This design comes from an exercise in tuning for small area on the open sky130 flow, not from production work.
Function was checked by simulation only, so behaviour that the tests miss may differ from the original.
No activity file was given, so power comes from the tool's default toggle rates.

Setup of job 6881:
// tresholding
module tresholding #
(
    parameter ADC_WIDTH = 14
)
(
    input                                   clk,
    input                                   rst,
    input  signed [ADC_WIDTH-1:0]           detail_level,
    input  [31:0]                           gpio_cfg,
    input  [31:0]                           gpio_cfg_2,
    input  [27:0]                           multresult,
    output [ADC_WIDTH-1:0]                  threshold_detail_level,
    output [ADC_WIDTH-1:0]                  median_out,
    output [ADC_WIDTH-1:0]                  threshold_out_dbg,
    output [5:0]                            universal_threshold_constant_level_1,
    output [5:0]                            universal_threshold_constant_level_2,
    output [31:0]                           window_len,
    output                                  window_len_valid,
    output                                  denoise_lvl_1,
    output                                  denoise_lvl_2,
    output                                  reconsruct_lvl_2
);
For scale: ~3,000 cells after synthesis, about 460 flip-flops.
export LEC_CHECK = 0
export CAP_MARGIN = 20
export CORE_MARGIN = 2
export CORE_UTILIZATION = 60
export CTS_CLUSTER_DIAMETER = 80
export CTS_CLUSTER_SIZE = 24
export PLACE_DENSITY = 0.75
export SLEW_MARGIN = 20
create_clock -name core_clock -period 8.0 [get_ports {clk}]
run.sh (not shown) runs the stock make flow with config.mk's settings and CLKGATE_MAP_FILE= SYNTH_SCRIPT=/design/flow/synth_recipe.tcl, a recipe that flattens the netlist after the stock synthesis.
The inputs of job 6207 differ from those of job 6881 as listed below.
Settings: setting BUFFER_PORTS_ARGS to -buffer_cell sky130_fd_sc_hd__buf_1 for the first time; changing CTS_CLUSTER_SIZE from 24 to 30; changing CTS_CLUSTER_DIAMETER from 80 to 100; setting CTS_ARGS to -sink_clustering_enable -repair_clock_nets -sink_clustering_size 30 -sink_clustering_max_diameter 100 -dont_use_dummy_load for the first time; setting SETUP_SLACK_MARGIN to 0.15 for the first time.
==> flow/flow/run.sh (new file) <==
#!/bin/bash
# Layout flow: the standard ORFS flow (standard.sh) with these changes:
#  - synthesis is ORFS's synthesis through synth_recipe.tcl, except that ABC
#    maps with an area-oriented script (flow/area.abc) instead of ORFS's
#    speed script (flow/abc_wrap.tcl swaps the script; registers, their
#    names and cell types are untouched);
#  - the port buffers that global placement inserts are the smallest buffer
#    (buf_1);
#  - clock tree synthesis runs without dummy loads.
# Each tool's full output is kept in standard.log (ORFS keeps its per-step
# logs under orfs/logs).
set -euo pipefail
here=$PWD
cat >> config.mk <<'EOC'
export BUFFER_PORTS_ARGS = -buffer_cell sky130_fd_sc_hd__buf_1
export CTS_ARGS = -sink_clustering_enable -repair_clock_nets -sink_clustering_size 30 -sink_clustering_max_diameter 100 -dont_use_dummy_load
EOC
cat flow/abc_wrap.tcl synth_recipe.tcl > area_synth.tcl
export FLOW_ABC_SCRIPT=$here/flow/area.abc
sed "s#SYNTH_SCRIPT=[^ ]*synth_recipe.tcl#SYNTH_SCRIPT=$here/area_synth.tcl#" standard.sh > area_standard.sh
grep -q "SYNTH_SCRIPT=$here/area_synth.tcl" area_standard.sh
bash area_standard.sh > standard.log 2>&1
==> flow/flow/abc_wrap.tcl (new file) <==
# Map with an area-oriented ABC script instead of ORFS's speed script.
proc abc {args} {
  set i [lsearch -exact $args -script]
  if { $i >= 0 } { lset args [expr { $i + 1 }] $::env(FLOW_ABC_SCRIPT) }
  yosys abc {*}$args
}
==> flow/flow/area.abc (new file) <==
strash
dc2
dch -f
&get -n
&nf -a -R 1000
&put
topo
stime -c
dnsize -c
==> flow/standard.sh (new file) <==
#!/bin/bash
# synth_recipe.tcl (not shown) runs the flow's synth.tcl, then flattens the netlist and writes it again
# the make line also repeats each setting of config.mk as NAME=value (left out here)
make -C /OpenROAD-flow-scripts/flow DESIGN_CONFIG=/design/flow/config.mk WORK_HOME=/design/flow/orfs CLKGATE_MAP_FILE= SYNTH_SCRIPT=/design/flow/synth_recipe.tcl "${@:-finish}"
removed: flow/run.sh
| design area | higher: job 6881 |
Job 6881 -> job 6207: via count of the routed design decreased by a few percent
Looking at share of cells above drive strength 1 across job 6207 and job 6881, the one that comes out higher is job 6207.
Comparing job 6207 and job 6881, global-route usage over all layers is higher on job 6881.
For job 8878, these inputs were changed with respect to job 6207:
Settings: removing SETUP_SLACK_MARGIN (formerly 0.15).
==> flow/flow/run.sh <==
#!/bin/bash
# Layout flow: the standard ORFS flow (standard.sh, synthesis unchanged),
# with two layout-only changes passed through config.mk:
#  - the port buffers that global placement inserts are the smallest buffer
#    (buf_1) instead of the resizer's default choice;
#  - clock tree synthesis runs without dummy loads.
# Each tool's full output is kept in standard.log (ORFS keeps its per-step
# logs under orfs/logs).
set -euo pipefail
cat >> config.mk <<'EOC'
export BUFFER_PORTS_ARGS = -buffer_cell sky130_fd_sc_hd__buf_1
export CTS_ARGS = -sink_clustering_enable -repair_clock_nets -sink_clustering_size 30 -sink_clustering_max_diameter 100 -dont_use_dummy_load
EOC
bash standard.sh > standard.log 2>&1
removed: flow/flow/abc_wrap.tcl
removed: flow/flow/area.abc
Results
- On clock network area share, job 8878 tracks job 6207 almost exactly.
- Changes observed in job 8878 relative to job 6207: fraction of met3 tracks used by global routing increased by 0.89 points relative to the old numbers; worst hold slack went down by 4.1 ps; area overhead of the layout relative to synthesis lost 3.9 points; worst-skew pair later-pin latency decreased by 20 ps relative to the old numbers.
- Diff job 6207 -> job 8878 | finished layout cell area | up by a few percent
- The run showing the smaller row count is job 6207.
- Diff job 8878..job 6207 | number of storage elements in the synthesis netlist | unchanged
For job 4279, these inputs were changed with respect to job 8878:
Settings: clearing BUFFER_PORTS_ARGS, which used to be -buffer_cell sky130_fd_sc_hd__buf_1; clearing CTS_ARGS, which used to be -sink_clustering_enable -repair_clock_nets -sink_clustering_size 30 -sink_clustering_max_diameter 100 -dont_use_dummy_load; clearing CTS_CLUSTER_SIZE, which used to be 30; clearing CTS_CLUSTER_DIAMETER, which used to be 100.
==> flow/run.sh (new file) <==
#!/bin/bash
# synth_recipe.tcl (not shown) runs the flow's synth.tcl, then flattens the netlist and writes it again
# the make line also repeats each setting of config.mk as NAME=value (left out here)
make -C /OpenROAD-flow-scripts/flow DESIGN_CONFIG=/design/flow/config.mk WORK_HOME=/design/flow/orfs CLKGATE_MAP_FILE= SYNTH_SCRIPT=/design/flow/synth_recipe.tcl finish
removed: flow/flow/run.sh
removed: flow/standard.sh
Job 4279: no failed stages, no open violations at the end. According to the power report, total power for job 4279 is higher than for job 8878. Job 4279 against job 8878: highest attainable clock frequency went down 1.7%; placement-stage cell area went up 2.5%; via count went up about 2.4%; total net switching power went up about 8%; power share of the combinational group went down 4.5 points. Run comparison: job 8878 cell at the slowest stage of the critical path sky130_fd_sc_hd__ha_1; job 4279 cell at the slowest stage of the critical path sky130_fd_sc_hd__dfxtp_1. Between job 8878 and job 4279, count of clock buffers in the final design is lower for job 8878, job 4279 comes in above that. Taking job 8878 as the reference, in job 4279 cell depth of the worst flop-to-flop path went up by about 3%; layout-stage area growth over the synthesis result rose 6.7 points. Looking at clock share of power, job 4279 sits 9.0 points above job 8878.
[inputs] job 1562 vs job 4279
Settings: BUFFER_PORTS_ARGS newly set to -buffer_cell sky130_fd_sc_hd__buf_1; CTS_CLUSTER_SIZE newly set to 30; CTS_ARGS newly set to -sink_clustering_enable -repair_clock_nets -sink_clustering_size 30 -sink_clustering_max_diameter 100 -dont_use_dummy_load; CTS_CLUSTER_DIAMETER newly set to 100.
==> flow/flow/run.sh (new file) <==
#!/bin/bash
# Layout flow: the standard ORFS flow (standard.sh) with these changes:
#  - synthesis is ORFS's synthesis through synth_recipe.tcl, except that ABC
#    maps with an area-oriented script (flow/area.abc) instead of ORFS's
#    speed script (flow/abc_wrap.tcl swaps the script; registers, their
#    names and cell types are untouched);
#  - the port buffers that global placement inserts are the smallest buffer
#    (buf_1);
#  - clock tree synthesis runs without dummy loads.
# Each tool's full output is kept in standard.log (ORFS keeps its per-step
# logs under orfs/logs).
set -euo pipefail
here=$PWD
cat >> config.mk <<'EOC'
export BUFFER_PORTS_ARGS = -buffer_cell sky130_fd_sc_hd__buf_1
export CTS_ARGS = -sink_clustering_enable -repair_clock_nets -sink_clustering_size 30 -sink_clustering_max_diameter 100 -dont_use_dummy_load
EOC
cat flow/abc_wrap.tcl synth_recipe.tcl > area_synth.tcl
export FLOW_ABC_SCRIPT=$here/flow/area.abc
sed "s#SYNTH_SCRIPT=[^ ]*synth_recipe.tcl#SYNTH_SCRIPT=$here/area_synth.tcl#" standard.sh > area_standard.sh
grep -q "SYNTH_SCRIPT=$here/area_synth.tcl" area_standard.sh
bash area_standard.sh > standard.log 2>&1
==> flow/flow/abc_wrap.tcl (new file) <==
# Map with an area-oriented ABC script instead of ORFS's speed script.
proc abc {args} {
  set i [lsearch -exact $args -script]
  if { $i >= 0 } { lset args [expr { $i + 1 }] $::env(FLOW_ABC_SCRIPT) }
  yosys abc {*}$args
}
==> flow/flow/area.abc (new file) <==
strash
dc2
dch -f
&get -n
&nf -R 1000
&put
topo
stime -c
upsize -c
dnsize -c
==> flow/standard.sh (new file) <==
#!/bin/bash
# synth_recipe.tcl (not shown) runs the flow's synth.tcl, then flattens the netlist and writes it again
# the make line also repeats each setting of config.mk as NAME=value (left out here)
make -C /OpenROAD-flow-scripts/flow DESIGN_CONFIG=/design/flow/config.mk WORK_HOME=/design/flow/orfs CLKGATE_MAP_FILE= SYNTH_SCRIPT=/design/flow/synth_recipe.tcl "${@:-finish}"
removed: flow/run.sh
==> run summary <==
- Re minimum clock period: job 1562 and job 4279 aren't equal, and the higher value belongs to job 4279.
- The slowest cell on the critical path comes out sky130_fd_sc_hd__dfxtp_4 in one run and sky130_fd_sc_hd__dfxtp_1 in the other, namely in job 1562 and job 4279 respectively.
- Delta(number of CTS-inserted buffers, job 1562 - job 4279) < 0
- Job 1562 vs job 4279 — worst setup margin rose 92 ps.


tresholding, a different RTL version from the one above (not shown whole).
Size: ~200 I/O pins, ~22000 sq um of cells after synthesis.
clock: 8.0 ns
lec_check: 0
cap_margin: 0
core_margin: 2
core_utilization: 60
place_density: 0.75
setup_slack_margin: 0.15
slew_margin: 0
buffer_ports_args: -buffer_cell sky130_fd_sc_hd__buf_1
cts_args: -sink_clustering_enable -repair_clock_nets -sink_clustering_size 30 -sink_clustering_max_diameter 100 -dont_use_dummy_load
standard.sh (not shown) runs the stock make flow with config.mk's settings and CLKGATE_MAP_FILE= SYNTH_SCRIPT=/design/flow/synth_recipe.tcl, a recipe that flattens the netlist after the stock synthesis.
==> flow/flow/run.sh <==
#!/bin/bash
# Layout flow: the standard ORFS flow (standard.sh) with these changes:
#  - synthesis is ORFS's synthesis through synth_recipe.tcl, except that ABC
#    maps with an area-oriented script (flow/area.abc) instead of ORFS's
#    speed script (flow/abc_wrap.tcl swaps the script), and adders are left
#    to ABC instead of being mapped to the library's adder cells
#    (ADDER_MAP_FILE empty); registers, their names and cell types are
#    untouched;
#  - the port buffers that global placement inserts are the smallest buffer
#    (buf_1);
#  - clock tree synthesis runs without dummy loads.
# Each tool's full output is kept in standard.log (ORFS keeps its per-step
# logs under orfs/logs).
set -euo pipefail
here=$PWD
cat >> config.mk <<'EOC'
export ADDER_MAP_FILE =
export BUFFER_PORTS_ARGS = -buffer_cell sky130_fd_sc_hd__buf_1
export CTS_ARGS = -sink_clustering_enable -repair_clock_nets -sink_clustering_size 30 -sink_clustering_max_diameter 100 -dont_use_dummy_load
EOC
cat flow/abc_wrap.tcl synth_recipe.tcl > area_synth.tcl
export FLOW_ABC_SCRIPT=$here/flow/area.abc
sed "s#SYNTH_SCRIPT=[^ ]*synth_recipe.tcl#SYNTH_SCRIPT=$here/area_synth.tcl#" standard.sh > area_standard.sh
grep -q "SYNTH_SCRIPT=$here/area_synth.tcl" area_standard.sh
bash area_standard.sh > standard.log 2>&1
==> flow/flow/abc_wrap.tcl <==
# Map with an area-oriented ABC script instead of ORFS's speed script.
proc abc {args} {
  set i [lsearch -exact $args -script]
  if { $i >= 0 } { lset args [expr { $i + 1 }] $::env(FLOW_ABC_SCRIPT) }
  yosys abc {*}$args
}
==> flow/flow/area.abc <==
strash
dc2
dc2
dc2
dc2
dc2
dch -f
&get -n
&nf -a -R 1000
&put
topo
stime -c
upsize -c
dnsize -c
Then changed:
--- a/flow/flow/run.sh
+++ b/flow/flow/run.sh
@@ -3,8 +3,6 @@
 #  - synthesis is ORFS's synthesis through synth_recipe.tcl, except that ABC
 #    maps with an area-oriented script (flow/area.abc) instead of ORFS's
-#    speed script (flow/abc_wrap.tcl swaps the script), and adders are left
-#    to ABC instead of being mapped to the library's adder cells
-#    (ADDER_MAP_FILE empty); registers, their names and cell types are
-#    untouched;
+#    speed script (flow/abc_wrap.tcl swaps the script; registers, their
+#    names and cell types are untouched);
 #  - the port buffers that global placement inserts are the smallest buffer
 #    (buf_1);
@@ -15,5 +13,4 @@
 here=$PWD
 cat >> config.mk <<'EOC'
-export ADDER_MAP_FILE =
 export BUFFER_PORTS_ARGS = -buffer_cell sky130_fd_sc_hd__buf_1
 export CTS_ARGS = -sink_clustering_enable -repair_clock_nets -sink_clustering_size 30 -sink_clustering_max_diameter 100 -dont_use_dummy_load
==> flow/flow/area.abc (replaced) <==
strash
dc2
dc2
dc2
dc2
dc2
dch -f
&get -n
&nf -a -R 1000
&put
Settings changed: .
Result: Power drops by about a fifth; flip-flop and latch count is unchanged; worst hold slack is better by 4.8 ps; combinational power drops by a quarter to a third; sequential power drops slightly; wire length climbs by roughly a tenth; via count climbs by a few percent; sequential share of layout area drops by 3.0 points; area after synthesis climbs by roughly a tenth; non-clock buffer count drops by 35.
Then changed:
--- a/flow/flow/run.sh
+++ b/flow/flow/run.sh
@@ -3,6 +3,8 @@
 #  - synthesis is ORFS's synthesis through synth_recipe.tcl, except that ABC
 #    maps with an area-oriented script (flow/area.abc) instead of ORFS's
-#    speed script (flow/abc_wrap.tcl swaps the script; registers, their
-#    names and cell types are untouched);
+#    speed script (flow/abc_wrap.tcl swaps the script), and adders are left
+#    to ABC instead of being mapped to the library's adder cells
+#    (ADDER_MAP_FILE empty); registers, their names and cell types are
+#    untouched;
 #  - the port buffers that global placement inserts are the smallest buffer
 #    (buf_1);
@@ -13,4 +15,5 @@
 here=$PWD
 cat >> config.mk <<'EOC'
+export ADDER_MAP_FILE =
 export BUFFER_PORTS_ARGS = -buffer_cell sky130_fd_sc_hd__buf_1
 export CTS_ARGS = -sink_clustering_enable -repair_clock_nets -sink_clustering_size 30 -sink_clustering_max_diameter 100 -dont_use_dummy_load
Settings changed: CORE_UTILIZATION 60 to 66, SETUP_SLACK_MARGIN 0.15 to 0.
After rerunning:
- The new run completed with no timing, DRC or antenna violations
- total power increases by 20%
- utilization increases by 7.6 points
- design area decreases by 8.4%
Then changed:
--- a/flow/flow/run.sh
+++ b/flow/flow/run.sh
@@ -9,5 +9,6 @@
 #  - the port buffers that global placement inserts are the smallest buffer
 #    (buf_1);
-#  - clock tree synthesis runs without dummy loads.
+#  - clock tree synthesis runs without dummy loads, with clkbuf_8 below a
+#    clkbuf_16 root.
 # Each tool's full output is kept in standard.log (ORFS keeps its per-step
 # logs under orfs/logs).
@@ -17,5 +18,5 @@
 export ADDER_MAP_FILE =
 export BUFFER_PORTS_ARGS = -buffer_cell sky130_fd_sc_hd__buf_1
-export CTS_ARGS = -sink_clustering_enable -repair_clock_nets -sink_clustering_size 30 -sink_clustering_max_diameter 100 -dont_use_dummy_load
+export CTS_ARGS = -sink_clustering_enable -repair_clock_nets -sink_clustering_size 16 -sink_clustering_max_diameter 60 -buf_list sky130_fd_sc_hd__clkbuf_8 -root_buf sky130_fd_sc_hd__clkbuf_16 -dont_use_dummy_load
 EOC
 cat flow/abc_wrap.tcl synth_recipe.tcl > area_synth.tcl
Settings changed: CORE_UTILIZATION 66 to 60, CTS_ARGS -sink_clustering_enable -repair_clock_nets -sink_clustering_size 30 -sink_clustering_max_diameter 100 -dont_use_dummy_load to -sink_clustering_enable -repair_clock_nets -sink_clustering_size 16 -sink_clustering_max_diameter 60 -buf_list sky130_fd_sc_hd__clkbuf_8 -root_buf sky130_fd_sc_hd__clkbuf_16 -dont_use_dummy_load.
Result: Critical path depth drops by 2. Non-clock buffer count drops by 9. Final cell count climbs slightly. Routed wire length climbs slightly. Power drops by a few percent. Worst setup slack degrades by 160 ps. First-iteration DRC count drops by roughly a tenth.

-- separate check: timing with driven ports --
Ports are ideal in the flow. The routed layouts listed here were re-timed in OpenROAD. Step 1 assumes that a clkbuf_16 drives the clock port and a buf_2 every other input. Step 2 moves the port delays by t, midway between the first and last clock arrival at a register: inputs arrive t later, outputs are due t later. That takes back most of the time a late clock gives input paths. a / b / c = no drivers / after step 1 / after step 2; a / b = the first two.
run | t (ns) | slack for setup (ns) | worst setup path at the end | worst slew at a driven data input, ns
job 6881 | 0.639 | 0.513 / 0.513 / 0.513 | register to register | 0.07
job 6207 | 0.599 | 0.602 / 0.602 / 0.602 | register to register | 0.09
job 8878 | 0.600 | 0.575 / 0.575 / 0.575 | register to register | 0.07
job 4279 | 0.639 | 0.448 / 0.448 / 0.448 | register to register | 0.07
job 1562 | 0.604 | 0.541 / 0.541 / 0.541 | register to register | 0.09
the first run of note 2 | 0.580 | 0.164 / 0.164 / 0.164 | register to register | 0.08
the second run of note 2 | 0.580 | 0.418 / 0.418 / 0.418 | register to register | 0.06
the third run of note 2 | 0.576 | 0.276 / 0.276 / 0.276 | register to register | 0.07
the fourth run of note 2 | 0.575 | 0.113 / 0.113 / 0.113 | register to register | 0.08
After both steps every run listed still meets setup and hold.
